This design comes from an exercise in tuning for small area, a short achievable clock period and few clock cycles on the open sky130 flow, not from production work. Only simulation tests tie the RTL to the original design; equivalence was not proved. Power is estimated from default activity; no workload was simulated.

==> flow/design.v (outline; a module is shown in full before it is edited, if it fits) <==
// module booth: 2994 lines
// module booth_mul: 19 lines
module booth_mul (
    input             CLK ,
    input             RSTn ,
    input      [23:0] m1 ,
    input      [23:0] m2 ,
    input             BREQ ,
    output     [47:0] res ,
    output            BACK
);
  // ...
==> flow/run.sh <==
#!/bin/bash
# synth_recipe.tcl (not shown) runs the flow's synth.tcl, then flattens the netlist and writes it again
# the make line also repeats each setting of config.mk as NAME=value (left out here)
make -C /OpenROAD-flow-scripts/flow DESIGN_CONFIG=/design/flow/config.mk WORK_HOME=/design/flow/orfs CLKGATE_MAP_FILE= SYNTH_SCRIPT=/design/flow/synth_recipe.tcl finish
==> flow/config.mk <==
export PLATFORM = sky130hd
export DESIGN_NAME = booth_mul
export DESIGN_NICKNAME = booth_mul
export VERILOG_FILES = /design/flow/design.v
export SDC_FILE = /design/flow/constraint.sdc
export NUM_CORES = 4
export LEC_CHECK = 0
export ABC_AREA = 1
export CAP_MARGIN = 20
export CORE_MARGIN = 2
export CORE_UTILIZATION = 55
export SETUP_SLACK_MARGIN = 1.5
export SLEW_MARGIN = 20
==> flow/constraint.sdc <==
create_clock -name core_clock -period 6.0 [get_ports {CLK}]
set_input_delay 1.2000 -clock core_clock [delete_from_list [all_inputs] [get_ports {CLK}]]
set_output_delay 1.2000 -clock core_clock [all_outputs]
set_load 0.01 [all_outputs]
==> impl_metrics.yaml, run 1 <==
status:
  outcome: "complete, no violations"
final_layout:
  final_nets: 2751
  syn_to_final_growth_pct: 12.4
  drive_gt1_frac: 0.126
  multi_input_area_um2: 13400
  seq_area_um2: 2200
  seq_cells: 110
  fin_area_um2: 20400
hold_path:
  min_path_type: "primary input to register"
  holdPathEnd: "u_booth.busy$_DFF_P_"
sta:
  fmax_mhz: 222
  min_period_ns: 4.50
  maxSlewViolCount: 0
  relSlewSlack: 0.415
pwr:
  p_clk_w: 0.000567
  sw_frac_of_total: 0.531
clock_network:
  numCtsBuffers: 9
  post-cts-setup-buffer-count: 3
  cts_tree: "done"
  cts-resized-gates: 39
  htreeDepth: 3
synth:
  synthSimpleGateAreaFrac: 0.138
  synth_edf_count: 0
  yosys-mux-area-fraction: 0
  seq_area_frac_synth: 0.121
  synth_top_family_by_area: "adder cells"
  syn_area_um2: 18100
  syn_inst: 2331
  synth_common_cells: "456 x inv_1, 425 x nand2_1, 312 x xor2_1"
global_routing:
  top_usage_layer: "met2"
  grtUsageMet3: 0.0867
critical_path:
  crit_chain: "clkdlybuf4s15_1 > buf_6 > inv_6 > nand2_1 > o21ai_2 > buf_4 > o22ai_1 > xor2_1 > fa_1 > fa_1 > inv_1 > fa_1 > inv_1 > fa_1"
  cp_num_cells: 14
  cp-start-kind: "primary input"
  worst-path-buf-inv: 6
  slowest_delay_ns: 0.48
  worstPathRequired_ns: 6.21
drt:
  wire_per_inst_um: 20.9
  drc: 0
floorplan:
  die_h_um: 186
  dieWidth_um: 186
Testbench counts, summed over its fixed seeds: cycles 32,000.
==> run 2, diff against run 1 <==
--- a/flow/design.v
+++ b/flow/design.v
@@ -946,457 +946,262 @@
 wire p938;
 wire g939;
 wire p940;
 wire g941;
 wire p942;
 wire g943;
 wire p944;
 wire G945;
-wire P947;
-wire G948;
-wire P949;
-wire G950;
-wire P951;
-wire G952;
-wire P953;
-wire G954;
-wire P955;
-wire G956;
-wire P957;
-wire G958;
-wire P959;
-wire G960;
-wire P961;
-wire G962;
-wire P963;
-wire G964;
-wire P965;
-wire G966;
-wire P967;
-wire G968;
-wire P969;
-wire G970;
-wire P971;
-wire G972;
-wire P973;
-wire G974;
-wire P975;
-wire G976;
-wire P977;
-wire G978;
-wire P979;
-wire G980;
-wire P981;
-wire G982;
-wire P983;
-wire G984;
-wire P985;
-wire G986;
-wire P987;
-wire G988;
-wire P989;
-wire G990;
-wire P991;
-wire G992;
-wire P993;
-wire G994;
-wire P995;
-wire G996;
-wire P997;
-wire G998;
-wire P999;
-wire G1000;
-wire P1001;
-wire G1002;
-wire P1003;
-wire G1004;
-wire P1005;
-wire G1006;
-wire P1007;
-wire G1008;
-wire P1009;
-wire G1010;
-wire P1011;
-wire G1012;
-wire P1013;
-wire G1014;
-wire P1015;
-wire G1016;
-wire P1017;
-wire G1018;
-wire P1019;
-wire G1020;
-wire P1021;
-wire G1022;
-wire P1023;
-wire G1024;
-wire P1025;
-wire G1026;
-wire P1027;
-wire G1028;
-wire P1029;
-wire G1030;
-wire P1031;
-wire G1032;
-wire P1033;
-wire G1034;
-wire P1035;
-wire G1038;
-wire G1040;
-wire G1042;
-wire P1043;
-wire G1044;
-wire P1045;
-wire G1046;
-wire P1047;
-wire G1048;
-wire P1049;
-wire G1050;
-wire P1051;
-wire G1052;
-wire P1053;
-wire G1054;
-wire P1055;
-wire G1056;
-wire P1057;
-wire G1058;
-wire P1059;
-wire G1060;
-wire P1061;
-wire G1062;
-wire P1063;
-wire G1064;
-wire P1065;
-wire G1066;
-wire P1067;
-wire G1068;
-wire P1069;
-wire G1070;
-wire P1071;
-wire G1072;
-wire P1073;
-wire G1074;
-wire P1075;
-wire G1076;
-wire P1077;
-wire G1078;
-wire P1079;
-wire G1080;
-wire P1081;
-wire G1082;
-wire P1083;
-wire G1084;
-wire P1085;
-wire G1086;
-wire P1087;
-wire G1088;
-wire P1089;
-wire G1090;
-wire P1091;
-wire G1092;
-wire P1093;
-wire G1094;
-wire P1095;
-wire G1096;
-wire P1097;
-wire G1098;
-wire P1099;
-wire G1100;
-wire P1101;
-wire G1102;
-wire P1103;
-wire G1104;
-wire P1105;
-wire G1106;
-wire P1107;
-wire G1108;
-wire P1109;
-wire G1110;
-wire P1111;
-wire G1112;
-wire P1113;
-wire G1114;
-wire P1115;
-wire G1116;
-wire P1117;
-wire G1118;
-wire P1119;
-wire G1120;
-wire P1121;
-wire G1122;
-wire P1123;
-wire G1124;
-wire P1125;
-wire G1126;
-wire P1127;
-wire G1130;
-wire G1132;
-wire G1134;
-wire G1136;
-wire G1138;
-wire P1139;
-wire G1140;
-wire P1141;
-wire G1142;
-wire P1143;
-wire G1144;
-wire P1145;
-wire G1146;
-wire P1147;
-wire G1148;
-wire P1149;
-wire G1150;
-wire P1151;
-wire G1152;
-wire P1153;
-wire G1154;
-wire P1155;
-wire G1156;
-wire P1157;
-wire G1158;
-wire P1159;
-wire G1160;
-wire P1161;
-wire G1162;
-wire P1163;
-wire G1164;
-wire P1165;
-wire G1166;
-wire P1167;
-wire G1168;
-wire P1169;
-wire G1170;
-wire P1171;
-wire G1172;
-wire P1173;
-wire G1174;
-wire P1175;
-wire G1176;
-wire P1177;
-wire G1178;
-wire P1179;
-wire G1180;
-wire P1181;
-wire G1182;
-wire P1183;
-wire G1184;
-wire P1185;
-wire G1186;
-wire P1187;
-wire G1188;
-wire P1189;
-wire G1190;
-wire P1191;
-wire G1192;
-wire P1193;
-wire G1194;
-wire P1195;
-wire G1196;
-wire P1197;
-wire G1198;
-wire P1199;
-wire G1200;
-wire P1201;
-wire G1202;
-wire P1203;
-wire G1204;
-wire P1205;
-wire G1206;
-wire P1207;
-wire G1208;
-wire P1209;
-wire G1210;
-wire P1211;
-wire G1212;
-wire P1213;
-wire G1214;
-wire P1215;
-wire G1218;
-wire G1220;
-wire G1222;
-wire G1224;
-wire G1226;
-wire G1228;
-wire G1230;
-wire G1232;
-wire G1234;
-wire P1235;
-wire G1236;
-wire P1237;
-wire G1238;
-wire P1239;
-wire G1240;
-wire P1241;
-wire G1242;
-wire P1243;
-wire G1244;
-wire P1245;
-wire G1246;
-wire P1247;
-wire G1248;
-wire P1249;
-wire G1250;
-wire P1251;
-wire G1252;
-wire P1253;
-wire G1254;
-wire P1255;
-wire G1256;
-wire P1257;
-wire G1258;
-wire P1259;
-wire G1260;
-wire P1261;
-wire G1262;
-wire P1263;
-wire G1264;
-wire P1265;
-wire G1266;
-wire P1267;
-wire G1268;
-wire P1269;
-wire G1270;
-wire P1271;
-wire G1272;
-wire P1273;
-wire G1274;
-wire P1275;
-wire G1276;
-wire P1277;
-wire G1278;
-wire P1279;
-wire G1280;
-wire P1281;
-wire G1282;
-wire P1283;
-wire G1284;
-wire P1285;
-wire G1286;
-wire P1287;
-wire G1288;
-wire P1289;
-wire G1290;
-wire P1291;
-wire G1292;
-wire P1293;
-wire G1294;
-wire P1295;
-wire G1298;
-wire G1300;
-wire G1302;
-wire G1304;
-wire G1306;
-wire G1308;
-wire G1310;
-wire G1312;
-wire G1314;
-wire G1316;
-wire G1318;
-wire G1320;
-wire G1322;
-wire G1324;
-wire G1326;
-wire G1328;
-wire G1330;
-wire P1331;
-wire G1332;
-wire P1333;
-wire G1334;
-wire P1335;
-wire G1336;
-wire P1337;
-wire G1338;
-wire P1339;
-wire G1340;
-wire P1341;
-wire G1342;
-wire P1343;
-wire G1344;
-wire P1345;
-wire G1346;
-wire P1347;
-wire G1348;
-wire P1349;
-wire G1350;
-wire P1351;
-wire G1352;
-wire P1353;
-wire G1354;
-wire P1355;
-wire G1356;
-wire P1357;
-wire G1358;
-wire P1359;
-wire G1362;
-wire G1364;
-wire G1366;
-wire G1368;
-wire G1370;
-wire G1372;
-wire G1374;
-wire G1376;
-wire G1378;
-wire G1380;
-wire G1382;
-wire G1384;
-wire G1386;
-wire G1388;
-wire G1390;
-wire r1394;
-wire r1395;
-wire r1396;
-wire r1397;
-wire r1398;
-wire r1399;
-wire r1400;
-wire r1401;
-wire r1402;
-wire r1403;
-wire r1404;
-wire r1405;
-wire r1406;
-wire r1407;
-wire r1408;
-wire r1409;
-wire r1410;
-wire r1411;
-wire r1412;
-wire r1413;
-wire r1414;
-wire r1415;
-wire r1416;
-wire r1417;
-wire r1418;
-wire r1419;
-wire r1420;
-wire r1421;
-wire r1422;
-wire r1423;
-wire r1424;
-wire r1425;
-wire r1426;
-wire r1427;
-wire r1428;
-wire r1429;
-wire r1430;
-wire r1431;
-wire r1432;
-wire r1433;
-wire r1434;
-wire r1435;
-wire r1436;
-wire r1437;
-wire r1438;
-wire r1439;
-wire r1440;
-reg q_m2_3;
-reg q_pp5;
-reg q_pp6;
-reg q_pp31;
+wire G947;
+wire P948;
+wire G949;
+wire P950;
+wire G951;
+wire P952;
+wire G953;
+wire P954;
+wire G955;
+wire P956;
+wire G957;
+wire P958;
+wire G959;
+wire P960;
+wire G961;
+wire P962;
+wire G963;
+wire P964;
+wire G965;
+wire P966;
+wire G967;
+wire P968;
+wire G969;
+wire P970;
+wire G971;
+wire P972;
+wire G973;
+wire P974;
+wire G975;
+wire P976;
+wire G977;
+wire P978;
+wire G979;
+wire P980;
+wire G981;
+wire P982;
+wire G983;
+wire P984;
+wire G985;
+wire P986;
+wire G987;
+wire P988;
+wire G989;
+wire P990;
+wire G993;
+wire G995;
+wire G997;
+wire P998;
+wire G999;
+wire P1000;
+wire G1001;
+wire P1002;
+wire G1003;
+wire P1004;
+wire G1005;
+wire P1006;
+wire G1007;
+wire P1008;
+wire G1009;
+wire P1010;
+wire G1011;
+wire P1012;
+wire G1013;
+wire P1014;
+wire G1015;
+wire P1016;
+wire G1017;
+wire P1018;
+wire G1019;
+wire P1020;
+wire G1021;
+wire P1022;
+wire G1023;
+wire P1024;
+wire G1025;
+wire P1026;
+wire G1027;
+wire P1028;
+wire G1029;
+wire P1030;
+wire G1031;
+wire P1032;
+wire G1033;
+wire P1034;
+wire G1035;
+wire P1036;
+wire G1037;
+wire P1038;
+wire G1041;
+wire G1043;
+wire G1045;
+wire G1047;
+wire G1049;
+wire P1050;
+wire G1051;
+wire P1052;
+wire G1053;
+wire P1054;
+wire G1055;
+wire P1056;
+wire G1057;
+wire P1058;
+wire G1059;
+wire P1060;
+wire G1061;
+wire P1062;
+wire G1063;
+wire P1064;
+wire G1065;
+wire P1066;
+wire G1067;
+wire P1068;
+wire G1069;
+wire P1070;
+wire G1071;
+wire P1072;
+wire G1073;
+wire P1074;
+wire G1075;
+wire P1076;
+wire G1077;
+wire P1078;
+wire G1079;
+wire P1080;
+wire G1081;
+wire P1082;
+wire G1083;
+wire P1084;
+wire G1085;
+wire P1086;
+wire G1089;
+wire G1091;
+wire G1093;
+wire G1095;
+wire G1097;
+wire G1099;
+wire G1101;
+wire G1103;
+wire G1105;
+wire P1106;
+wire G1107;
+wire P1108;
+wire G1109;
+wire P1110;
+wire G1111;
+wire P1112;
+wire G1113;
+wire P1114;
+wire G1115;
+wire P1116;
+wire G1117;
+wire P1118;
+wire G1119;
+wire P1120;
+wire G1121;
+wire P1122;
+wire G1123;
+wire P1124;
+wire G1125;
+wire P1126;
+wire G1127;
+wire P1128;
+wire G1129;
+wire P1130;
+wire G1131;
+wire P1132;
+wire G1133;
+wire P1134;
+wire G1137;
+wire G1139;
+wire G1141;
+wire G1143;
+wire G1145;
+wire G1147;
+wire G1149;
+wire G1151;
+wire G1153;
+wire G1155;
+wire G1157;
+wire G1159;
+wire G1161;
+wire G1163;
+wire G1165;
+wire G1167;
+wire G1169;
+wire G1171;
+wire G1173;
+wire G1175;
+wire G1177;
+wire G1179;
+wire G1181;
+wire G1183;
+wire G1185;
+wire G1187;
+wire G1189;
+wire G1191;
+wire G1193;
+wire G1195;
+wire G1197;
+wire r1201;
+wire r1202;
+wire r1203;
+wire r1204;
+wire r1205;
+wire r1206;
+wire r1207;
+wire r1208;
+wire r1209;
+wire r1210;
+wire r1211;
+wire r1212;
+wire r1213;
+wire r1214;
+wire r1215;
+wire r1216;
+wire r1217;
+wire r1218;
+wire r1219;
+wire r1220;
+wire r1221;
+wire r1222;
+wire r1223;
+wire r1224;
+wire r1225;
+wire r1226;
+wire r1227;
+wire r1228;
+wire r1229;
+wire r1230;
+wire r1231;
+wire r1232;
+wire r1233;
+wire r1234;
+wire r1235;
+wire r1236;
+wire r1237;
+wire r1238;
+wire r1239;
+wire r1240;
+wire r1241;
+wire r1242;
+wire r1243;
+wire r1244;
+wire r1245;
+wire r1246;
+wire r1247;
 reg q_c710;
 reg q_s591;
 reg q_s711;
 reg q_s595;
 reg q_c712;
 reg q_s713;
 reg q_s599;
 reg q_c714;
@@ -1439,26 +1244,16 @@
 reg q_s739;
 reg q_c648;
 reg q_s741;
 reg q_c740;
 reg q_c652;
 reg q_s743;
 reg q_c742;
 reg q_pp323;
-reg q_m2_1;
-reg q_pp3;
-reg q_pp30;
-reg q_s769;
-reg q_c770;
-reg q_s771;
-reg q_c772;
-reg q_s773;
-reg q_c774;
-reg q_s775;
 reg q_c776;
 reg q_s777;
 reg q_c778;
 reg q_s779;
 reg q_c780;
 reg q_s781;
 reg q_c782;
 reg q_s783;
@@ -1491,22 +1286,26 @@
 reg q_s845;
 reg q_c844;
 reg q_s847;
 reg q_c846;
 reg q_s849;
 reg q_c848;
 reg q_c850;
 reg q_pp324;
-reg q_pp4;
+reg q_G1047;
+reg q_p854;
+reg q_r1201;
+reg q_r1202;
+reg q_r1203;
+reg q_r1204;
+reg q_r1205;
+reg q_r1206;
+reg q_r1207;
 always @(posedge CLK) begin
-	q_m2_3 <= m2[3];
-	q_pp5 <= pp5;
-	q_pp6 <= pp6;
-	q_pp31 <= pp31;
 	q_c710 <= c710;
 	q_s591 <= s591;
 	q_s711 <= s711;
 	q_s595 <= s595;
 	q_c712 <= c712;
 	q_s713 <= s713;
 	q_s599 <= s599;
 	q_c714 <= c714;
@@ -1549,26 +1348,16 @@
 	q_s739 <= s739;
 	q_c648 <= c648;
 	q_s741 <= s741;
 	q_c740 <= c740;
 	q_c652 <= c652;
 	q_s743 <= s743;
 	q_c742 <= c742;
 	q_pp323 <= pp323;
-	q_m2_1 <= m2[1];
-	q_pp3 <= pp3;
-	q_pp30 <= pp30;
-	q_s769 <= s769;
-	q_c770 <= c770;
-	q_s771 <= s771;
-	q_c772 <= c772;
-	q_s773 <= s773;
-	q_c774 <= c774;
-	q_s775 <= s775;
 	q_c776 <= c776;
 	q_s777 <= s777;
 	q_c778 <= c778;
 	q_s779 <= s779;
 	q_c780 <= c780;
 	q_s781 <= s781;
 	q_c782 <= c782;
 	q_s783 <= s783;
@@ -1601,17 +1390,25 @@
 	q_s845 <= s845;
 	q_c844 <= c844;
 	q_s847 <= s847;
 	q_c846 <= c846;
 	q_s849 <= s849;
 	q_c848 <= c848;
 	q_c850 <= c850;
 	q_pp324 <= pp324;
-	q_pp4 <= pp4;
+	q_G1047 <= G1047;
+	q_p854 <= p854;
+	q_r1201 <= r1201;
+	q_r1202 <= r1202;
+	q_r1203 <= r1203;
+	q_r1204 <= r1204;
+	q_r1205 <= r1205;
+	q_r1206 <= r1206;
+	q_r1207 <= r1207;
 end
 assign one1 = m2[0];
 assign two2 = m2[1] & ~m2[0];
 assign pp3 = (one1 & m1[0]) ^ m2[1];
 assign pp4 = ((one1 & m1[1]) | (two2 & m1[0])) ^ m2[1];
 assign pp5 = ((one1 & m1[2]) | (two2 & m1[1])) ^ m2[1];
 assign pp6 = ((one1 & m1[3]) | (two2 & m1[2])) ^ m2[1];
 assign pp7 = ((one1 & m1[4]) | (two2 & m1[3])) ^ m2[1];
@@ -2367,20 +2164,20 @@
 assign s757 = pp318 ^ c678 ^ c680;
 assign c758 = (pp318 & c678) | (c680 & (pp318 ^ c678));
 assign s759 = pp294 ^ pp319 ^ s683;
 assign c760 = (pp294 & pp319) | (s683 & (pp294 ^ pp319));
 assign s761 = pp270 ^ pp295 ^ pp320;
 assign c762 = (pp270 & pp295) | (pp320 & (pp270 ^ pp295));
 assign s763 = 1'b1 ^ pp296;
 assign c764 = 1'b1 & pp296;
-assign s765 = q_m2_3 ^ q_pp5;
-assign c766 = q_m2_3 & q_pp5;
-assign s767 = q_pp6 ^ q_pp31;
-assign c768 = q_pp6 & q_pp31;
+assign s765 = m2[3] ^ pp5;
+assign c766 = m2[3] & pp5;
+assign s767 = pp6 ^ pp31;
+assign c768 = pp6 & pp31;
 assign s769 = pp32 ^ pp57 ^ s685;
 assign c770 = (pp32 & pp57) | (s685 & (pp32 ^ pp57));
 assign s771 = pp58 ^ c686 ^ s687;
 assign c772 = (pp58 & c686) | (s687 & (pp58 ^ c686));
 assign s773 = c688 ^ s549 ^ s689;
 assign c774 = (c688 & s549) | (s689 & (c688 ^ s549));
 assign s775 = s551 ^ c690 ^ s691;
 assign c776 = (s551 & c690) | (s691 & (s551 ^ c690));
@@ -2455,30 +2252,30 @@
 assign s845 = c684 ^ s761 ^ c760;
 assign c846 = (c684 & s761) | (c760 & (c684 ^ s761));
 assign s847 = pp321 ^ s763 ^ c762;
 assign c848 = (pp321 & s763) | (c762 & (pp321 ^ s763));
 assign s849 = pp297 ^ pp322 ^ c764;
 assign c850 = (pp297 & pp322) | (c764 & (pp297 ^ pp322));
 assign s851 = 1'b1 ^ q_pp323;
 assign c852 = 1'b1 & q_pp323;
-assign g853 = q_m2_1 & q_pp3;
-assign p854 = q_m2_1 ^ q_pp3;
-assign g855 = q_pp30 & s765;
-assign p856 = q_pp30 ^ s765;
+assign g853 = m2[1] & pp3;
+assign p854 = m2[1] ^ pp3;
+assign g855 = pp30 & s765;
+assign p856 = pp30 ^ s765;
 assign g857 = c766 & s767;
 assign p858 = c766 ^ s767;
-assign g859 = c768 & q_s769;
-assign p860 = c768 ^ q_s769;
-assign g861 = q_c770 & q_s771;
-assign p862 = q_c770 ^ q_s771;
-assign g863 = q_c772 & q_s773;
-assign p864 = q_c772 ^ q_s773;
-assign g865 = q_c774 & q_s775;
-assign p866 = q_c774 ^ q_s775;
+assign g859 = c768 & s769;
+assign p860 = c768 ^ s769;
+assign g861 = c770 & s771;
+assign p862 = c770 ^ s771;
+assign g863 = c772 & s773;
+assign p864 = c772 ^ s773;
+assign g865 = c774 & s775;
+assign p866 = c774 ^ s775;
 assign g867 = q_c776 & q_s777;
 assign p868 = q_c776 ^ q_s777;
 assign g869 = q_c778 & q_s779;
 assign p870 = q_c778 ^ q_s779;
 assign g871 = q_c780 & q_s781;
 assign p872 = q_c780 ^ q_s781;
 assign g873 = q_c782 & q_s783;
 assign p874 = q_c782 ^ q_s783;
@@ -2547,455 +2344,264 @@
 assign g937 = q_s847 & q_c846;
 assign p938 = q_s847 ^ q_c846;
 assign g939 = q_s849 & q_c848;
 assign p940 = q_s849 ^ q_c848;
 assign g941 = s851 & q_c850;
 assign p942 = s851 ^ q_c850;
 assign g943 = q_pp324 & c852;
 assign p944 = q_pp324 ^ c852;
-assign G945 = 1'b0 | (q_pp4 & g853);
-assign P947 = p856 & q_pp4;
-assign G948 = g857 | (p858 & g855);
-assign P949 = p858 & p856;
-assign G950 = g859 | (p860 & g857);
-assign P951 = p860 & p858;
-assign G952 = g861 | (p862 & g859);
-assign P953 = p862 & p860;
-assign G954 = g863 | (p864 & g861);
-assign P955 = p864 & p862;
-assign G956 = g865 | (p866 & g863);
-assign P957 = p866 & p864;
-assign G958 = g867 | (p868 & g865);
-assign P959 = p868 & p866;
-assign G960 = g869 | (p870 & g867);
-assign P961 = p870 & p868;
-assign G962 = g871 | (p872 & g869);
-assign P963 = p872 & p870;
-assign G964 = g873 | (p874 & g871);
-assign P965 = p874 & p872;
-assign G966 = g875 | (p876 & g873);
-assign P967 = p876 & p874;
-assign G968 = g877 | (p878 & g875);
-assign P969 = p878 & p876;
-assign G970 = g879 | (p880 & g877);
-assign P971 = p880 & p878;
-assign G972 = g881 | (p882 & g879);
-assign P973 = p882 & p880;
-assign G974 = g883 | (p884 & g881);
-assign P975 = p884 & p882;
-assign G976 = g885 | (p886 & g883);
-assign P977 = p886 & p884;
-assign G978 = g887 | (p888 & g885);
-assign P979 = p888 & p886;
-assign G980 = g889 | (p890 & g887);
-assign P981 = p890 & p888;
-assign G982 = g891 | (p892 & g889);
-assign P983 = p892 & p890;
-assign G984 = g893 | (p894 & g891);
-assign P985 = p894 & p892;
-assign G986 = g895 | (p896 & g893);
-assign P987 = p896 & p894;
-assign G988 = g897 | (p898 & g895);
-assign P989 = p898 & p896;
-assign G990 = g899 | (p900 & g897);
-assign P991 = p900 & p898;
-assign G992 = g901 | (p902 & g899);
-assign P993 = p902 & p900;
-assign G994 = g903 | (p904 & g901);
-assign P995 = p904 & p902;
-assign G996 = g905 | (p906 & g903);
-assign P997 = p906 & p904;
-assign G998 = g907 | (p908 & g905);
-assign P999 = p908 & p906;
-assign G1000 = g909 | (p910 & g907);
-assign P1001 = p910 & p908;
-assign G1002 = g911 | (p912 & g909);
-assign P1003 = p912 & p910;
-assign G1004 = g913 | (p914 & g911);
-assign P1005 = p914 & p912;
-assign G1006 = g915 | (p916 & g913);
-assign P1007 = p916 & p914;
-assign G1008 = g917 | (p918 & g915);
-assign P1009 = p918 & p916;
-assign G1010 = g919 | (p920 & g917);
-assign P1011 = p920 & p918;
-assign G1012 = g921 | (p922 & g919);
-assign P1013 = p922 & p920;
-assign G1014 = g923 | (p924 & g921);
-assign P1015 = p924 & p922;
-assign G1016 = g925 | (p926 & g923);
-assign P1017 = p926 & p924;
-assign G1018 = g927 | (p928 & g925);
-assign P1019 = p928 & p926;
-assign G1020 = g929 | (p930 & g927);
-assign P1021 = p930 & p928;
-assign G1022 = g931 | (p932 & g929);
-assign P1023 = p932 & p930;
-assign G1024 = g933 | (p934 & g931);
-assign P1025 = p934 & p932;
-assign G1026 = g935 | (p936 & g933);
-assign P1027 = p936 & p934;
-assign G1028 = g937 | (p938 & g935);
-assign P1029 = p938 & p936;
-assign G1030 = g939 | (p940 & g937);
-assign P1031 = p940 & p938;
-assign G1032 = g941 | (p942 & g939);
-assign P1033 = p942 & p940;
-assign G1034 = g943 | (p944 & g941);
-assign P1035 = p944 & p942;
-assign G1038 = g855 | (P947 & g853);
-assign G1040 = G948 | (P949 & G945);
-assign G1042 = G950 | (P951 & g855);
-assign P1043 = P951 & P947;
-assign G1044 = G952 | (P953 & G948);
-assign P1045 = P953 & P949;
-assign G1046 = G954 | (P955 & G950);
-assign P1047 = P955 & P951;
-assign G1048 = G956 | (P957 & G952);
-assign P1049 = P957 & P953;
-assign G1050 = G958 | (P959 & G954);
-assign P1051 = P959 & P955;
-assign G1052 = G960 | (P961 & G956);
-assign P1053 = P961 & P957;
-assign G1054 = G962 | (P963 & G958);
-assign P1055 = P963 & P959;
-assign G1056 = G964 | (P965 & G960);
-assign P1057 = P965 & P961;
-assign G1058 = G966 | (P967 & G962);
-assign P1059 = P967 & P963;
-assign G1060 = G968 | (P969 & G964);
-assign P1061 = P969 & P965;
-assign G1062 = G970 | (P971 & G966);
-assign P1063 = P971 & P967;
-assign G1064 = G972 | (P973 & G968);
-assign P1065 = P973 & P969;
-assign G1066 = G974 | (P975 & G970);
-assign P1067 = P975 & P971;
-assign G1068 = G976 | (P977 & G972);
-assign P1069 = P977 & P973;
-assign G1070 = G978 | (P979 & G974);
-assign P1071 = P979 & P975;
-assign G1072 = G980 | (P981 & G976);
-assign P1073 = P981 & P977;
-assign G1074 = G982 | (P983 & G978);
-assign P1075 = P983 & P979;
-assign G1076 = G984 | (P985 & G980);
-assign P1077 = P985 & P981;
-assign G1078 = G986 | (P987 & G982);
-assign P1079 = P987 & P983;
-assign G1080 = G988 | (P989 & G984);
-assign P1081 = P989 & P985;
-assign G1082 = G990 | (P991 & G986);
-assign P1083 = P991 & P987;
-assign G1084 = G992 | (P993 & G988);
-assign P1085 = P993 & P989;
-assign G1086 = G994 | (P995 & G990);
-assign P1087 = P995 & P991;
-assign G1088 = G996 | (P997 & G992);
-assign P1089 = P997 & P993;
-assign G1090 = G998 | (P999 & G994);
-assign P1091 = P999 & P995;
-assign G1092 = G1000 | (P1001 & G996);
-assign P1093 = P1001 & P997;
-assign G1094 = G1002 | (P1003 & G998);
-assign P1095 = P1003 & P999;
-assign G1096 = G1004 | (P1005 & G1000);
-assign P1097 = P1005 & P1001;
-assign G1098 = G1006 | (P1007 & G1002);
-assign P1099 = P1007 & P1003;
-assign G1100 = G1008 | (P1009 & G1004);
-assign P1101 = P1009 & P1005;
-assign G1102 = G1010 | (P1011 & G1006);
-assign P1103 = P1011 & P1007;
-assign G1104 = G1012 | (P1013 & G1008);
-assign P1105 = P1013 & P1009;
-assign G1106 = G1014 | (P1015 & G1010);
-assign P1107 = P1015 & P1011;
-assign G1108 = G1016 | (P1017 & G1012);
-assign P1109 = P1017 & P1013;
-assign G1110 = G1018 | (P1019 & G1014);
-assign P1111 = P1019 & P1015;
-assign G1112 = G1020 | (P1021 & G1016);
-assign P1113 = P1021 & P1017;
-assign G1114 = G1022 | (P1023 & G1018);
-assign P1115 = P1023 & P1019;
-assign G1116 = G1024 | (P1025 & G1020);
-assign P1117 = P1025 & P1021;
-assign G1118 = G1026 | (P1027 & G1022);
-assign P1119 = P1027 & P1023;
-assign G1120 = G1028 | (P1029 & G1024);
-assign P1121 = P1029 & P1025;
-assign G1122 = G1030 | (P1031 & G1026);
-assign P1123 = P1031 & P1027;
-assign G1124 = G1032 | (P1033 & G1028);
-assign P1125 = P1033 & P1029;
-assign G1126 = G1034 | (P1035 & G1030);
-assign P1127 = P1035 & P1031;
-assign G1130 = G1042 | (P1043 & g853);
-assign G1132 = G1044 | (P1045 & G945);
-assign G1134 = G1046 | (P1047 & G1038);
-assign G1136 = G1048 | (P1049 & G1040);
-assign G1138 = G1050 | (P1051 & G1042);
-assign P1139 = P1051 & P1043;
-assign G1140 = G1052 | (P1053 & G1044);
-assign P1141 = P1053 & P1045;
-assign G1142 = G1054 | (P1055 & G1046);
-assign P1143 = P1055 & P1047;
-assign G1144 = G1056 | (P1057 & G1048);
-assign P1145 = P1057 & P1049;
-assign G1146 = G1058 | (P1059 & G1050);
-assign P1147 = P1059 & P1051;
-assign G1148 = G1060 | (P1061 & G1052);
-assign P1149 = P1061 & P1053;
-assign G1150 = G1062 | (P1063 & G1054);
-assign P1151 = P1063 & P1055;
-assign G1152 = G1064 | (P1065 & G1056);
-assign P1153 = P1065 & P1057;
-assign G1154 = G1066 | (P1067 & G1058);
-assign P1155 = P1067 & P1059;
-assign G1156 = G1068 | (P1069 & G1060);
-assign P1157 = P1069 & P1061;
-assign G1158 = G1070 | (P1071 & G1062);
-assign P1159 = P1071 & P1063;
-assign G1160 = G1072 | (P1073 & G1064);
-assign P1161 = P1073 & P1065;
-assign G1162 = G1074 | (P1075 & G1066);
-assign P1163 = P1075 & P1067;
-assign G1164 = G1076 | (P1077 & G1068);
-assign P1165 = P1077 & P1069;
-assign G1166 = G1078 | (P1079 & G1070);
-assign P1167 = P1079 & P1071;
-assign G1168 = G1080 | (P1081 & G1072);
-assign P1169 = P1081 & P1073;
-assign G1170 = G1082 | (P1083 & G1074);
-assign P1171 = P1083 & P1075;
-assign G1172 = G1084 | (P1085 & G1076);
-assign P1173 = P1085 & P1077;
-assign G1174 = G1086 | (P1087 & G1078);
-assign P1175 = P1087 & P1079;
-assign G1176 = G1088 | (P1089 & G1080);
-assign P1177 = P1089 & P1081;
-assign G1178 = G1090 | (P1091 & G1082);
-assign P1179 = P1091 & P1083;
-assign G1180 = G1092 | (P1093 & G1084);
-assign P1181 = P1093 & P1085;
-assign G1182 = G1094 | (P1095 & G1086);
-assign P1183 = P1095 & P1087;
-assign G1184 = G1096 | (P1097 & G1088);
-assign P1185 = P1097 & P1089;
-assign G1186 = G1098 | (P1099 & G1090);
-assign P1187 = P1099 & P1091;
-assign G1188 = G1100 | (P1101 & G1092);
-assign P1189 = P1101 & P1093;
-assign G1190 = G1102 | (P1103 & G1094);
-assign P1191 = P1103 & P1095;
-assign G1192 = G1104 | (P1105 & G1096);
-assign P1193 = P1105 & P1097;
-assign G1194 = G1106 | (P1107 & G1098);
-assign P1195 = P1107 & P1099;
-assign G1196 = G1108 | (P1109 & G1100);
-assign P1197 = P1109 & P1101;
-assign G1198 = G1110 | (P1111 & G1102);
-assign P1199 = P1111 & P1103;
-assign G1200 = G1112 | (P1113 & G1104);
-assign P1201 = P1113 & P1105;
-assign G1202 = G1114 | (P1115 & G1106);
-assign P1203 = P1115 & P1107;
-assign G1204 = G1116 | (P1117 & G1108);
-assign P1205 = P1117 & P1109;
-assign G1206 = G1118 | (P1119 & G1110);
-assign P1207 = P1119 & P1111;
-assign G1208 = G1120 | (P1121 & G1112);
-assign P1209 = P1121 & P1113;
-assign G1210 = G1122 | (P1123 & G1114);
-assign P1211 = P1123 & P1115;
-assign G1212 = G1124 | (P1125 & G1116);
-assign P1213 = P1125 & P1117;
-assign G1214 = G1126 | (P1127 & G1118);
-assign P1215 = P1127 & P1119;
-assign G1218 = G1138 | (P1139 & g853);
-assign G1220 = G1140 | (P1141 & G945);
-assign G1222 = G1142 | (P1143 & G1038);
-assign G1224 = G1144 | (P1145 & G1040);
-assign G1226 = G1146 | (P1147 & G1130);
-assign G1228 = G1148 | (P1149 & G1132);
-assign G1230 = G1150 | (P1151 & G1134);
-assign G1232 = G1152 | (P1153 & G1136);
-assign G1234 = G1154 | (P1155 & G1138);
-assign P1235 = P1155 & P1139;
-assign G1236 = G1156 | (P1157 & G1140);
-assign P1237 = P1157 & P1141;
-assign G1238 = G1158 | (P1159 & G1142);
-assign P1239 = P1159 & P1143;
-assign G1240 = G1160 | (P1161 & G1144);
-assign P1241 = P1161 & P1145;
-assign G1242 = G1162 | (P1163 & G1146);
-assign P1243 = P1163 & P1147;
-assign G1244 = G1164 | (P1165 & G1148);
-assign P1245 = P1165 & P1149;
-assign G1246 = G1166 | (P1167 & G1150);
-assign P1247 = P1167 & P1151;
-assign G1248 = G1168 | (P1169 & G1152);
-assign P1249 = P1169 & P1153;
-assign G1250 = G1170 | (P1171 & G1154);
-assign P1251 = P1171 & P1155;
-assign G1252 = G1172 | (P1173 & G1156);
-assign P1253 = P1173 & P1157;
-assign G1254 = G1174 | (P1175 & G1158);
-assign P1255 = P1175 & P1159;
-assign G1256 = G1176 | (P1177 & G1160);
-assign P1257 = P1177 & P1161;
-assign G1258 = G1178 | (P1179 & G1162);
-assign P1259 = P1179 & P1163;
-assign G1260 = G1180 | (P1181 & G1164);
-assign P1261 = P1181 & P1165;
-assign G1262 = G1182 | (P1183 & G1166);
-assign P1263 = P1183 & P1167;
-assign G1264 = G1184 | (P1185 & G1168);
-assign P1265 = P1185 & P1169;
-assign G1266 = G1186 | (P1187 & G1170);
-assign P1267 = P1187 & P1171;
-assign G1268 = G1188 | (P1189 & G1172);
-assign P1269 = P1189 & P1173;
-assign G1270 = G1190 | (P1191 & G1174);
-assign P1271 = P1191 & P1175;
-assign G1272 = G1192 | (P1193 & G1176);
-assign P1273 = P1193 & P1177;
-assign G1274 = G1194 | (P1195 & G1178);
-assign P1275 = P1195 & P1179;
-assign G1276 = G1196 | (P1197 & G1180);
-assign P1277 = P1197 & P1181;
-assign G1278 = G1198 | (P1199 & G1182);
-assign P1279 = P1199 & P1183;
-assign G1280 = G1200 | (P1201 & G1184);
-assign P1281 = P1201 & P1185;
-assign G1282 = G1202 | (P1203 & G1186);
-assign P1283 = P1203 & P1187;
-assign G1284 = G1204 | (P1205 & G1188);
-assign P1285 = P1205 & P1189;
-assign G1286 = G1206 | (P1207 & G1190);
-assign P1287 = P1207 & P1191;
-assign G1288 = G1208 | (P1209 & G1192);
-assign P1289 = P1209 & P1193;
-assign G1290 = G1210 | (P1211 & G1194);
-assign P1291 = P1211 & P1195;
-assign G1292 = G1212 | (P1213 & G1196);
-assign P1293 = P1213 & P1197;
-assign G1294 = G1214 | (P1215 & G1198);
-assign P1295 = P1215 & P1199;
-assign G1298 = G1234 | (P1235 & g853);
-assign G1300 = G1236 | (P1237 & G945);
-assign G1302 = G1238 | (P1239 & G1038);
-assign G1304 = G1240 | (P1241 & G1040);
-assign G1306 = G1242 | (P1243 & G1130);
-assign G1308 = G1244 | (P1245 & G1132);
-assign G1310 = G1246 | (P1247 & G1134);
-assign G1312 = G1248 | (P1249 & G1136);
-assign G1314 = G1250 | (P1251 & G1218);
-assign G1316 = G1252 | (P1253 & G1220);
-assign G1318 = G1254 | (P1255 & G1222);
-assign G1320 = G1256 | (P1257 & G1224);
-assign G1322 = G1258 | (P1259 & G1226);
-assign G1324 = G1260 | (P1261 & G1228);
-assign G1326 = G1262 | (P1263 & G1230);
-assign G1328 = G1264 | (P1265 & G1232);
-assign G1330 = G1266 | (P1267 & G1234);
-assign P1331 = P1267 & P1235;
-assign G1332 = G1268 | (P1269 & G1236);
-assign P1333 = P1269 & P1237;
-assign G1334 = G1270 | (P1271 & G1238);
-assign P1335 = P1271 & P1239;
-assign G1336 = G1272 | (P1273 & G1240);
-assign P1337 = P1273 & P1241;
-assign G1338 = G1274 | (P1275 & G1242);
-assign P1339 = P1275 & P1243;
-assign G1340 = G1276 | (P1277 & G1244);
-assign P1341 = P1277 & P1245;
-assign G1342 = G1278 | (P1279 & G1246);
-assign P1343 = P1279 & P1247;
-assign G1344 = G1280 | (P1281 & G1248);
-assign P1345 = P1281 & P1249;
-assign G1346 = G1282 | (P1283 & G1250);
-assign P1347 = P1283 & P1251;
-assign G1348 = G1284 | (P1285 & G1252);
-assign P1349 = P1285 & P1253;
-assign G1350 = G1286 | (P1287 & G1254);
-assign P1351 = P1287 & P1255;
-assign G1352 = G1288 | (P1289 & G1256);
-assign P1353 = P1289 & P1257;
-assign G1354 = G1290 | (P1291 & G1258);
-assign P1355 = P1291 & P1259;
-assign G1356 = G1292 | (P1293 & G1260);
-assign P1357 = P1293 & P1261;
-assign G1358 = G1294 | (P1295 & G1262);
-assign P1359 = P1295 & P1263;
-assign G1362 = G1330 | (P1331 & g853);
-assign G1364 = G1332 | (P1333 & G945);
-assign G1366 = G1334 | (P1335 & G1038);
-assign G1368 = G1336 | (P1337 & G1040);
-assign G1370 = G1338 | (P1339 & G1130);
-assign G1372 = G1340 | (P1341 & G1132);
-assign G1374 = G1342 | (P1343 & G1134);
-assign G1376 = G1344 | (P1345 & G1136);
-assign G1378 = G1346 | (P1347 & G1218);
-assign G1380 = G1348 | (P1349 & G1220);
-assign G1382 = G1350 | (P1351 & G1222);
-assign G1384 = G1352 | (P1353 & G1224);
-assign G1386 = G1354 | (P1355 & G1226);
-assign G1388 = G1356 | (P1357 & G1228);
-assign G1390 = G1358 | (P1359 & G1230);
-assign r1394 = q_pp4 ^ g853;
-assign r1395 = p856 ^ G945;
-assign r1396 = p858 ^ G1038;
-assign r1397 = p860 ^ G1040;
-assign r1398 = p862 ^ G1130;
-assign r1399 = p864 ^ G1132;
-assign r1400 = p866 ^ G1134;
-assign r1401 = p868 ^ G1136;
-assign r1402 = p870 ^ G1218;
-assign r1403 = p872 ^ G1220;
-assign r1404 = p874 ^ G1222;
-assign r1405 = p876 ^ G1224;
-assign r1406 = p878 ^ G1226;
-assign r1407 = p880 ^ G1228;
-assign r1408 = p882 ^ G1230;
-assign r1409 = p884 ^ G1232;
-assign r1410 = p886 ^ G1298;
-assign r1411 = p888 ^ G1300;
-assign r1412 = p890 ^ G1302;
-assign r1413 = p892 ^ G1304;
-assign r1414 = p894 ^ G1306;
-assign r1415 = p896 ^ G1308;
-assign r1416 = p898 ^ G1310;
-assign r1417 = p900 ^ G1312;
-assign r1418 = p902 ^ G1314;
-assign r1419 = p904 ^ G1316;
-assign r1420 = p906 ^ G1318;
-assign r1421 = p908 ^ G1320;
-assign r1422 = p910 ^ G1322;
-assign r1423 = p912 ^ G1324;
-assign r1424 = p914 ^ G1326;
-assign r1425 = p916 ^ G1328;
-assign r1426 = p918 ^ G1362;
-assign r1427 = p920 ^ G1364;
-assign r1428 = p922 ^ G1366;
-assign r1429 = p924 ^ G1368;
-assign r1430 = p926 ^ G1370;
-assign r1431 = p928 ^ G1372;
-assign r1432 = p930 ^ G1374;
-assign r1433 = p932 ^ G1376;
-assign r1434 = p934 ^ G1378;
-assign r1435 = p936 ^ G1380;
-assign r1436 = p938 ^ G1382;
-assign r1437 = p940 ^ G1384;
-assign r1438 = p942 ^ G1386;
-assign r1439 = p944 ^ G1388;
-assign r1440 = 1'b1 ^ G1390;
-assign res = {r1440, r1439, r1438, r1437, r1436, r1435, r1434, r1433, r1432, r1431, r1430, r1429, r1428, r1427, r1426, r1425, r1424, r1423, r1422, r1421, r1420, r1419, r1418, r1417, r1416, r1415, r1414, r1413, r1412, r1411, r1410, r1409, r1408, r1407, r1406, r1405, r1404, r1403, r1402, r1401, r1400, r1399, r1398, r1397, r1396, r1395, r1394, p854};
+assign G945 = 1'b0 | (pp4 & g853);
+assign G947 = g857 | (p858 & g855);
+assign P948 = p858 & p856;
+assign G949 = g861 | (p862 & g859);
+assign P950 = p862 & p860;
+assign G951 = g865 | (p866 & g863);
+assign P952 = p866 & p864;
+assign G953 = g869 | (p870 & g867);
+assign P954 = p870 & p868;
+assign G955 = g873 | (p874 & g871);
+assign P956 = p874 & p872;
+assign G957 = g877 | (p878 & g875);
+assign P958 = p878 & p876;
+assign G959 = g881 | (p882 & g879);
+assign P960 = p882 & p880;
+assign G961 = g885 | (p886 & g883);
+assign P962 = p886 & p884;
+assign G963 = g889 | (p890 & g887);
+assign P964 = p890 & p888;
+assign G965 = g893 | (p894 & g891);
+assign P966 = p894 & p892;
+assign G967 = g897 | (p898 & g895);
+assign P968 = p898 & p896;
+assign G969 = g901 | (p902 & g899);
+assign P970 = p902 & p900;
+assign G971 = g905 | (p906 & g903);
+assign P972 = p906 & p904;
+assign G973 = g909 | (p910 & g907);
+assign P974 = p910 & p908;
+assign G975 = g913 | (p914 & g911);
+assign P976 = p914 & p912;
+assign G977 = g917 | (p918 & g915);
+assign P978 = p918 & p916;
+assign G979 = g921 | (p922 & g919);
+assign P980 = p922 & p920;
+assign G981 = g925 | (p926 & g923);
+assign P982 = p926 & p924;
+assign G983 = g929 | (p930 & g927);
+assign P984 = p930 & p928;
+assign G985 = g933 | (p934 & g931);
+assign P986 = p934 & p932;
+assign G987 = g937 | (p938 & g935);
+assign P988 = p938 & p936;
+assign G989 = g941 | (p942 & g939);
+assign P990 = p942 & p940;
+assign G993 = g855 | (p856 & G945);
+assign G995 = G947 | (P948 & G945);
+assign G997 = g863 | (p864 & G949);
+assign P998 = p864 & P950;
+assign G999 = G951 | (P952 & G949);
+assign P1000 = P952 & P950;
+assign G1001 = g871 | (p872 & G953);
+assign P1002 = p872 & P954;
+assign G1003 = G955 | (P956 & G953);
+assign P1004 = P956 & P954;
+assign G1005 = g879 | (p880 & G957);
+assign P1006 = p880 & P958;
+assign G1007 = G959 | (P960 & G957);
+assign P1008 = P960 & P958;
+assign G1009 = g887 | (p888 & G961);
+assign P1010 = p888 & P962;
+assign G1011 = G963 | (P964 & G961);
+assign P1012 = P964 & P962;
+assign G1013 = g895 | (p896 & G965);
+assign P1014 = p896 & P966;
+assign G1015 = G967 | (P968 & G965);
+assign P1016 = P968 & P966;
+assign G1017 = g903 | (p904 & G969);
+assign P1018 = p904 & P970;
+assign G1019 = G971 | (P972 & G969);
+assign P1020 = P972 & P970;
+assign G1021 = g911 | (p912 & G973);
+assign P1022 = p912 & P974;
+assign G1023 = G975 | (P976 & G973);
+assign P1024 = P976 & P974;
+assign G1025 = g919 | (p920 & G977);
+assign P1026 = p920 & P978;
+assign G1027 = G979 | (P980 & G977);
+assign P1028 = P980 & P978;
+assign G1029 = g927 | (p928 & G981);
+assign P1030 = p928 & P982;
+assign G1031 = G983 | (P984 & G981);
+assign P1032 = P984 & P982;
+assign G1033 = g935 | (p936 & G985);
+assign P1034 = p936 & P986;
+assign G1035 = G987 | (P988 & G985);
+assign P1036 = P988 & P986;
+assign G1037 = g943 | (p944 & G989);
+assign P1038 = p944 & P990;
+assign G1041 = g859 | (p860 & G995);
+assign G1043 = G949 | (P950 & G995);
+assign G1045 = G997 | (P998 & G995);
+assign G1047 = G999 | (P1000 & G995);
+assign G1049 = g875 | (p876 & G1003);
+assign P1050 = p876 & P1004;
+assign G1051 = G957 | (P958 & G1003);
+assign P1052 = P958 & P1004;
+assign G1053 = G1005 | (P1006 & G1003);
+assign P1054 = P1006 & P1004;
+assign G1055 = G1007 | (P1008 & G1003);
+assign P1056 = P1008 & P1004;
+assign G1057 = g891 | (p892 & G1011);
+assign P1058 = p892 & P1012;
+assign G1059 = G965 | (P966 & G1011);
+assign P1060 = P966 & P1012;
+assign G1061 = G1013 | (P1014 & G1011);
+assign P1062 = P1014 & P1012;
+assign G1063 = G1015 | (P1016 & G1011);
+assign P1064 = P1016 & P1012;
+assign G1065 = g907 | (p908 & G1019);
+assign P1066 = p908 & P1020;
+assign G1067 = G973 | (P974 & G1019);
+assign P1068 = P974 & P1020;
+assign G1069 = G1021 | (P1022 & G1019);
+assign P1070 = P1022 & P1020;
+assign G1071 = G1023 | (P1024 & G1019);
+assign P1072 = P1024 & P1020;
+assign G1073 = g923 | (p924 & G1027);
+assign P1074 = p924 & P1028;
+assign G1075 = G981 | (P982 & G1027);
+assign P1076 = P982 & P1028;
+assign G1077 = G1029 | (P1030 & G1027);
+assign P1078 = P1030 & P1028;
+assign G1079 = G1031 | (P1032 & G1027);
+assign P1080 = P1032 & P1028;
+assign G1081 = g939 | (p940 & G1035);
+assign P1082 = p940 & P1036;
+assign G1083 = G989 | (P990 & G1035);
+assign P1084 = P990 & P1036;
+assign G1085 = G1037 | (P1038 & G1035);
+assign P1086 = P1038 & P1036;
+assign G1089 = g867 | (p868 & q_G1047);
+assign G1091 = G953 | (P954 & q_G1047);
+assign G1093 = G1001 | (P1002 & q_G1047);
+assign G1095 = G1003 | (P1004 & q_G1047);
+assign G1097 = G1049 | (P1050 & q_G1047);
+assign G1099 = G1051 | (P1052 & q_G1047);
+assign G1101 = G1053 | (P1054 & q_G1047);
+assign G1103 = G1055 | (P1056 & q_G1047);
+assign G1105 = g899 | (p900 & G1063);
+assign P1106 = p900 & P1064;
+assign G1107 = G969 | (P970 & G1063);
+assign P1108 = P970 & P1064;
+assign G1109 = G1017 | (P1018 & G1063);
+assign P1110 = P1018 & P1064;
+assign G1111 = G1019 | (P1020 & G1063);
+assign P1112 = P1020 & P1064;
+assign G1113 = G1065 | (P1066 & G1063);
+assign P1114 = P1066 & P1064;
+assign G1115 = G1067 | (P1068 & G1063);
+assign P1116 = P1068 & P1064;
+assign G1117 = G1069 | (P1070 & G1063);
+assign P1118 = P1070 & P1064;
+assign G1119 = G1071 | (P1072 & G1063);
+assign P1120 = P1072 & P1064;
+assign G1121 = g931 | (p932 & G1079);
+assign P1122 = p932 & P1080;
+assign G1123 = G985 | (P986 & G1079);
+assign P1124 = P986 & P1080;
+assign G1125 = G1033 | (P1034 & G1079);
+assign P1126 = P1034 & P1080;
+assign G1127 = G1035 | (P1036 & G1079);
+assign P1128 = P1036 & P1080;
+assign G1129 = G1081 | (P1082 & G1079);
+assign P1130 = P1082 & P1080;
+assign G1131 = G1083 | (P1084 & G1079);
+assign P1132 = P1084 & P1080;
+assign G1133 = G1085 | (P1086 & G1079);
+assign P1134 = P1086 & P1080;
+assign G1137 = g883 | (p884 & G1103);
+assign G1139 = G961 | (P962 & G1103);
+assign G1141 = G1009 | (P1010 & G1103);
+assign G1143 = G1011 | (P1012 & G1103);
+assign G1145 = G1057 | (P1058 & G1103);
+assign G1147 = G1059 | (P1060 & G1103);
+assign G1149 = G1061 | (P1062 & G1103);
+assign G1151 = G1063 | (P1064 & G1103);
+assign G1153 = G1105 | (P1106 & G1103);
+assign G1155 = G1107 | (P1108 & G1103);
+assign G1157 = G1109 | (P1110 & G1103);
+assign G1159 = G1111 | (P1112 & G1103);
+assign G1161 = G1113 | (P1114 & G1103);
+assign G1163 = G1115 | (P1116 & G1103);
+assign G1165 = G1117 | (P1118 & G1103);
+assign G1167 = G1119 | (P1120 & G1103);
+assign G1169 = g915 | (p916 & G1167);
+assign G1171 = G977 | (P978 & G1167);
+assign G1173 = G1025 | (P1026 & G1167);
+assign G1175 = G1027 | (P1028 & G1167);
+assign G1177 = G1073 | (P1074 & G1167);
+assign G1179 = G1075 | (P1076 & G1167);
+assign G1181 = G1077 | (P1078 & G1167);
+assign G1183 = G1079 | (P1080 & G1167);
+assign G1185 = G1121 | (P1122 & G1167);
+assign G1187 = G1123 | (P1124 & G1167);
+assign G1189 = G1125 | (P1126 & G1167);
+assign G1191 = G1127 | (P1128 & G1167);
+assign G1193 = G1129 | (P1130 & G1167);
+assign G1195 = G1131 | (P1132 & G1167);
+assign G1197 = G1133 | (P1134 & G1167);
+assign r1201 = pp4 ^ g853;
+assign r1202 = p856 ^ G945;
+assign r1203 = p858 ^ G993;
+assign r1204 = p860 ^ G995;
+assign r1205 = p862 ^ G1041;
+assign r1206 = p864 ^ G1043;
+assign r1207 = p866 ^ G1045;
+assign r1208 = p868 ^ q_G1047;
+assign r1209 = p870 ^ G1089;
+assign r1210 = p872 ^ G1091;
+assign r1211 = p874 ^ G1093;
+assign r1212 = p876 ^ G1095;
+assign r1213 = p878 ^ G1097;
+assign r1214 = p880 ^ G1099;
+assign r1215 = p882 ^ G1101;
+assign r1216 = p884 ^ G1103;
+assign r1217 = p886 ^ G1137;
+assign r1218 = p888 ^ G1139;
+assign r1219 = p890 ^ G1141;
+assign r1220 = p892 ^ G1143;
+assign r1221 = p894 ^ G1145;
+assign r1222 = p896 ^ G1147;
+assign r1223 = p898 ^ G1149;
+assign r1224 = p900 ^ G1151;
+assign r1225 = p902 ^ G1153;
+assign r1226 = p904 ^ G1155;
+assign r1227 = p906 ^ G1157;
+assign r1228 = p908 ^ G1159;
+assign r1229 = p910 ^ G1161;
+assign r1230 = p912 ^ G1163;
+assign r1231 = p914 ^ G1165;
+assign r1232 = p916 ^ G1167;
+assign r1233 = p918 ^ G1169;
+assign r1234 = p920 ^ G1171;
+assign r1235 = p922 ^ G1173;
+assign r1236 = p924 ^ G1175;
+assign r1237 = p926 ^ G1177;
+assign r1238 = p928 ^ G1179;
+assign r1239 = p930 ^ G1181;
+assign r1240 = p932 ^ G1183;
+assign r1241 = p934 ^ G1185;
+assign r1242 = p936 ^ G1187;
+assign r1243 = p938 ^ G1189;
+assign r1244 = p940 ^ G1191;
+assign r1245 = p942 ^ G1193;
+assign r1246 = p944 ^ G1195;
+assign r1247 = 1'b1 ^ G1197;
+assign res = {r1247, r1246, r1245, r1244, r1243, r1242, r1241, r1240, r1239, r1238, r1237, r1236, r1235, r1234, r1233, r1232, r1231, r1230, r1229, r1228, r1227, r1226, r1225, r1224, r1223, r1222, r1221, r1220, r1219, r1218, r1217, r1216, r1215, r1214, r1213, r1212, r1211, r1210, r1209, r1208, q_r1207, q_r1206, q_r1205, q_r1204, q_r1203, q_r1202, q_r1201, q_p854};
 endmodule
 module booth_mul (
     input             CLK ,
     input             RSTn ,
     input      [23:0] m1 ,
     input      [23:0] m2 ,
     input             BREQ ,
     output     [47:0] res ,
==> flow/config.mk (replaced) <==
export PLATFORM = sky130hd
export DESIGN_NAME = booth_mul
export DESIGN_NICKNAME = booth_mul
export VERILOG_FILES = /design/flow/design.v
export SDC_FILE = /design/flow/constraint.sdc
export NUM_CORES = 4
export LEC_CHECK = 0
export ABC_AREA = 1
export CAP_MARGIN = 20
export CORE_MARGIN = 2
export CORE_UTILIZATION = 40
export SETUP_SLACK_MARGIN = 1.5
export SLEW_MARGIN = 20
==> impl_metrics.yaml, run 2 <==
pwr:
  pwr_density_cell_nw_per_um2: 620
  seq_power_share: 0.115
  sw_frac_of_total: 0.485
  power_leakage_nw: 8.66
  pwr-share-comb: 0.826
  clockPowerShare: 0.059
  intPower_w: 0.00577
  ir_drop_mv: 0.403
  p_sw_w: 0.00545
  finalPower_w: 0.0112
synth:
  synth-async-reset-ratio: 0
  synth_edf_count: 0
  seq_area_frac_synth: 0.130
  syn_inst: 1873
  synth_area_leaders: "fa_1 29%, xor2_1 17%, dfxtp_1 13%, o22ai_1 11%, inv_1 7.7%"
  synth_common_cells: "328 x inv_1, 309 x xor2_1, 275 x o22ai_1"
  syn_nets: 2235
  yosysUniqueCellTypes: 38
  avgSynthCellArea_um2: 8.54
  syn_area_um2: 16000
  synth_warnings: 1
  ys_seq_elements: 104
  yosys.area.top_type_share: 0.287
  ys.flop_type: "dfxtp_1"
  synth_top_area_cell: "fa_1"
  yosysMostFrequentCell: "inv_1"
drt:
  drc: 0
  wire_per_inst_um: 20.8
  avgViaCountPerCell: 5.52
  vias: 13443
  dr.pass1.iters: 6
  wirelength_um: 50700
  drtIter0Drc: 1212
  ant_nets: 0
hold_path:
  holdPathEnd: "u_booth.busy$_DFF_P_"
  min_path_type: "primary input to register"
  holdCritStartpoint: "BREQ"
  min_path_cells: 3
status:
  outcome: "complete, no violations"
final_layout:
  final_cell_mix: "319 x inv_1, 309 x xor2_1, 275 x o22ai_1"
  layout_commonest_cell: "inv_1"
  syn_to_final_growth_pct: 13.1
  fin_area_um2: 18100
  drive_gt1_frac: 0.104
  final_nets: 2267
  final_util: 0.456
  num-fill-cells: 3866
sta:
  min_period_ns: 4.52
  finalCritPeriodShare: 0.754
  fin_setup_tns_ns: 0
  relSlewSlack: 0.338
  fmax_mhz: 221
  grt_setup_unrepaired: "true"
  setup_ws_ns: 1.48
  maxSlewViolCount: 0
  finalHoldViolCount: 0
  worstMarginPinSlew_ns: 0.992
  setup_viol: 0
floorplan:
  fp-row-count: 73
  start_util: 0.404
  die_area_um2: 41600
  io_pins: 100
  die_h_um: 204
  core-area_um2: 39600
  dieWidth_um: 204
clock_network:
  numCtsBuffers: 9
  clkSlewWorstSetupHoldPaths_ns: 0.07
  cts-root-buf: "clkbuf_16"
  htreeDepth: 3
  cts_tree: "done"
  cts.sink_count: 104
  clk_path_buf_depth: 2
global_routing:
  grt_antenna_before_repair: 2
  grt_pass1_wl_um: 79000
  grt_pass1_vias: 13957
  grt_start_max_net_pins: 25
  grt_usage: 0.248
  grt.overflow.total: 0
critical_path:
  slowest_delay_ns: 0.54
  path_class: "primary input to register"
  cp_max_fo: 24
  cp-end-kind: "register"
  cp-start-kind: "primary input"
  arrival_ns: 4.77
  crit_top_cell: "fa_1"
  worstPathRequired_ns: 6.25
  crit_chain: "clkdlybuf4s50_1 > clkinvlp_4 > o22ai_1 > xor2_1 > fa_1 > inv_1 > fa_1 > inv_1 > fa_1 > inv_1 > fa_1"
  slowest_stage: "fa_1"
place:
  place_area_um2: 17300
  dp_hpwl_um: 37100
  gp_congestion: 0.925
  io_buffers: 99
  place_ws_ns: 0.698
flow_run:
  maxCapViolCount: 0
## run 2: layer usage
layer,part of all wire,vias up,global-route usage
met3,0.10,151,0.0572
li1,-,6002,-
met1,0.41,6529,0.327
met5,0,-,0
met4,0.042,0,0.103
met2,0.45,761,0.392
## run 2: layout make-up
type,instances,area [um^2],share of cell area
diodes,2,5.00,0.000277
clock buffers,12,256,0.0142
clock inverters,3,65.1,0.00360
well taps,525,657,0.0363
flip-flops and latches,104,2080,0.115
inverters,339,1320,0.0730
multi-input cells,1251,11900,0.657
repair buffers,198,1800,0.0997
repair inverters,2,15.0,0.000830
## run 2: cells by family (layout without fill, tap and decap cells)
group | after synthesis | in the layout | synth area share
other | 0 | 2 | 0
adders and majority gates | 311 | 311 | 0.351
buffers and inverters | 518 | 554 | 0.139
and+or+nand+nor | 263 | 263 | 0.0706
AOI/OAI and AO/OA | 364 | 364 | 0.138
DFF | 104 | 104 | 0.130
xor gates and xnor gates | 313 | 313 | 0.171
## run 2: power by group through the flow
stage,Sequential [W],Clock [W],Combinational (W)
after floorplan,0.00126,0,0.00666
after global routing,0.00133,0.000707,0.0105
after CTS,0.00130,0.000681,0.00909
after global placement,0.00131,0,0.00866
final,0.00129,0.000658,0.00927
after detailed placement,0.00131,0,0.00885
## run 2: timing repair
action | 4_1_cts | 5_1_grt
buffers inserted | 5 | 12
resized for setup | 52 | 56
gates cloned | 2 | 3
endpoints found under the setup margin | 77 | 57
hold buffers | 0 | 0
pin swaps | 4 | 4
## run 2: worst max-delay path by stage
stage	from	endpoint	slack [ns]
after floorplan	m2[17]	u_booth.q_s829$_DFF_P_	1.80
after global placement	m2[7]	u_booth.q_s793$_DFF_P_	0.81
after detailed placement	m2[7]	u_booth.q_s793$_DFF_P_	0.70
after CTS	m1[16]	u_booth.q_s829$_DFF_P_	1.45
after global routing	m1[19]	u_booth.q_s717$_DFF_P_	1.44
final	m1[19]	u_booth.q_s717$_DFF_P_	1.48
## run 2: per-stage QoR
step                      hold slack (ns)  cells
after floorplan                      1.29   1873
after global placement               1.73   2397
after detailed placement             1.74   2397
after CTS                            1.33   2419
after global routing                 1.34   2435
final                                1.35   2436
## run 2: critical path: cells and delay by family
family | cells | cell delay [ns]
AO/OA/AOI/OAI | 1 | 0.40
XOR/XNOR | 1 | 0.13
adder cells (fa/ha/maj) | 4 | 1.82
buffers and inverters | 5 | 1.20
Testbench counts of run 2, summed over its fixed seeds: cycles 32,000.
==> run 3, diff against run 2 <==
--- a/flow/config.mk
+++ b/flow/config.mk
@@ -8,6 +8,6 @@
 export ABC_AREA = 1
 export CAP_MARGIN = 20
 export CORE_MARGIN = 2
-export CORE_UTILIZATION = 40
+export CORE_UTILIZATION = 55
 export SETUP_SLACK_MARGIN = 1.5
 export SLEW_MARGIN = 20
==> impl_metrics.yaml, run 3 <==
synth:
  ys.flop_type: "dfxtp_1"
  synth_warnings: 1
  yosysMostFrequentCell: "inv_1"
  synth_top_area_cell: "fa_1"
  seq_area_frac_synth: 0.130
  avgSynthCellArea_um2: 8.54
  synth-async-reset-ratio: 0
  yosys-mux-area-fraction: 0
  synth_top_family_by_area: "adder cells"
  syn_area_um2: 16000
  syn_nets: 2235
  synth_edf_count: 0
  synthSimpleGateAreaFrac: 0.0706
  synth-xor-area-share: 0.171
  yosysUniqueCellTypes: 38
  synth_compound_area_frac: 0.138
  yosys.area.top_type_share: 0.287
  syn_inst: 1873
  yosys.area_share.adder: 0.351
  synth_area_leaders: "fa_1 29%, xor2_1 17%, dfxtp_1 13%, o22ai_1 11%, inv_1 7.7%"
  ys_seq_elements: 104
  synth_common_cells: "328 x inv_1, 309 x xor2_1, 275 x o22ai_1"
clock_network:
  numCtsBuffers: 9
  ctsHoldBuffers: 0
  clk_path_buf_depth: 2
  htreeDepth: 3
  cts.sink_count: 104
  cts_tree: "done"
  cts-root-buf: "clkbuf_16"
  clkSlewWorstSetupHoldPaths_ns: 0.09
global_routing:
  grt.overflow.total: 0
  grt_usage: 0.310
  grt_antenna_before_repair: 0
  grt_start_max_net_pins: 25
  grt_pass1_vias: 13192
  grt_pass1_wl_um: 72900
sta:
  setup_viol: 0
  worstMarginPinSlew_ns: 0.901
  finalCritPeriodShare: 0.746
  grt_setup_unrepaired: "true"
  relSlewSlack: 0.399
  fmax_mhz: 223
  fin_setup_tns_ns: 0
  min_period_ns: 4.48
  finalHoldViolCount: 0
  maxSlewViolCount: 0
floorplan:
  core-area_um2: 28700
  die_area_um2: 30500
  dieWidth_um: 175
  fp-row-count: 62
  io_pins: 100
  start_util: 0.557
  die_h_um: 175
drt:
  dr.pass1.iters: 5
  drtIter0Drc: 1346
  wire_per_inst_um: 20.4
  avgViaCountPerCell: 5.74
  vias: 13242
  drc: 0
  wirelength_um: 47100
  ant_nets: 0
final_layout:
  final_nets: 2278
  final_cell_mix: "320 x inv_1, 309 x xor2_1, 275 x o22ai_1"
  layout_commonest_cell: "inv_1"
  syn_to_final_growth_pct: 12.8
  antenna_cells: 0
  num-fill-cells: 2592
  drive_gt1_frac: 0.113
pwr:
  sw_frac_of_total: 0.482
  intPower_w: 0.00599
  clockPowerShare: 0.054
  pwr-share-comb: 0.835
  p_sw_w: 0.00557
  ir_drop_mv: 0.730
  power_leakage_nw: 8.71
  finalPower_w: 0.0116
  pwr_density_cell_nw_per_um2: 641
  seq_power_share: 0.111
critical_path:
  path_class: "primary input to register"
  cp-end-kind: "register"
  slowest_stage: "inv_1"
  cp_max_fo: 21
  slowest_delay_ns: 0.65
  crit_top_cell: "fa_1"
  cp-start-kind: "primary input"
  cp_num_cells: 10
  critPathTopFamily: "adder cells"
  arrival_ns: 4.72
  worstPathRequired_ns: 6.24
  crit_chain: "clkdlybuf4s50_1 > inv_1 > buf_4 > o22ai_1 > xor2_1 > fa_1 > fa_1 > fa_1 > inv_1 > fa_1"
  worst-path-buf-inv: 4
hold_path:
  min_path_cells: 3
  min_path_type: "primary input to register"
place:
  dp_hpwl_um: 34500
  gp_congestion: 0.921
  io_buffers: 99
status:
  outcome: "complete, no violations"
flow_run:
  maxCapViolCount: 0
## run 3: power by group through the flow
stage / registers, W / clock network (W) / logic [W]
3_5_place_dp: 0.00130 / 0 / 0.00864
6_report: 0.00129 / 0.000622 / 0.00965
5_1_grt: 0.00133 / 0.000664 / 0.0108
4_1_cts: 0.00129 / 0.000637 / 0.00897
2_1_floorplan: 0.00126 / 0 / 0.00666
3_3_place_gp: 0.00130 / 0 / 0.00853
## run 3: cell type report
cell class | count | area (um^2) | area share
Clock buffer | 9 | 225 | 0.0125
Inverter | 339 | 1320 | 0.0729
Tap cell | 384 | 480 | 0.0266
Sequential cell | 104 | 2080 | 0.115
Clock inverter | 7 | 70.1 | 0.00388
Timing Repair Buffer | 206 | 1880 | 0.104
Multi-Input combinational cell | 1252 | 12000 | 0.663
Timing Repair inverter | 4 | 27.5 | 0.00153
## run 3: cells by family after synthesis
| kind of cell | Yosys count |
|---|---|
| XOR/XNOR | 313 |
| AND/OR/NAND/NOR | 263 |
| buffers and inverters | 518 |
| AO/OA/AOI/OAI | 364 |
| flip-flops | 104 |
| adder cells (fa/ha/maj) | 311 |
## run 3: stage by stage
stage	cells	utilization	area (um^2)	setup slack [ns]	hold slack (ns)
CTS	2281	0.612	17600	1.36	1.34
floorplan	1873	-	16000	1.80	1.29
detailed placement	2255	0.596	17100	0.744	1.74
global placement	2255	0.596	17100	0.781	1.73
global route	2305	0.629	18000	1.46	1.36
finish	2305	0.629	18000	1.52	1.35
## run 3: metal layers
metal	vias up	track usage	wire length [um]
met3	103	0.0586	4430
met1	6431	0.447	20400
met5	-	0	0
li1	6021	-	-
met2	687	0.468	20700
met4	0	0.111	1640
## run 3: final timing paths
| kind | start | to |
|---|---|---|
| worst min-delay path | BREQ | u_booth.busy$_DFF_P_ |
| worst max-delay path | m1[15] | u_booth.q_s735$_DFF_P_ |
## run 3: what timing repair did
item / CTS / global route
pin swaps: 1 / 8
cloned: 2 / 4
setup endpoints to repair: 63 / 58
resized for setup: 45 / 77
buffers inserted: 8 / 20

[what the ideal ports hide]
In the flow no input, the clock included, has a driving cell. The finished layouts below were timed again as built, in two steps.
Step 1 sets driving cells, clkbuf_16 on the clock port and buf_2 on the other inputs (assumed; they add their load-dependent delay and slew).
Step 2 times the ports against the registers' clock, not the clock port: input delays grow and output delays shrink by t, the midpoint of the rising clock arrivals with the driver on.
a / b / c = ideal ports / drivers / drivers and shift; a / b = the first two.
run	t, ns	setup WS [ns]	clock arrival spread, ns
run 1	0.408	1.504 / 1.541 / 1.133	0.016 / 0.017
run 2	0.422	1.478 / 1.504 / 1.082	0.013 / 0.013
run 3	0.419	1.524 / 1.558 / 1.138	0.022 / 0.021
After both steps every run listed still meets setup and hold. For run 2, which loses most, drivers alone change the setup slack by +0.026 ns; drivers and shift together by -0.396 ns.
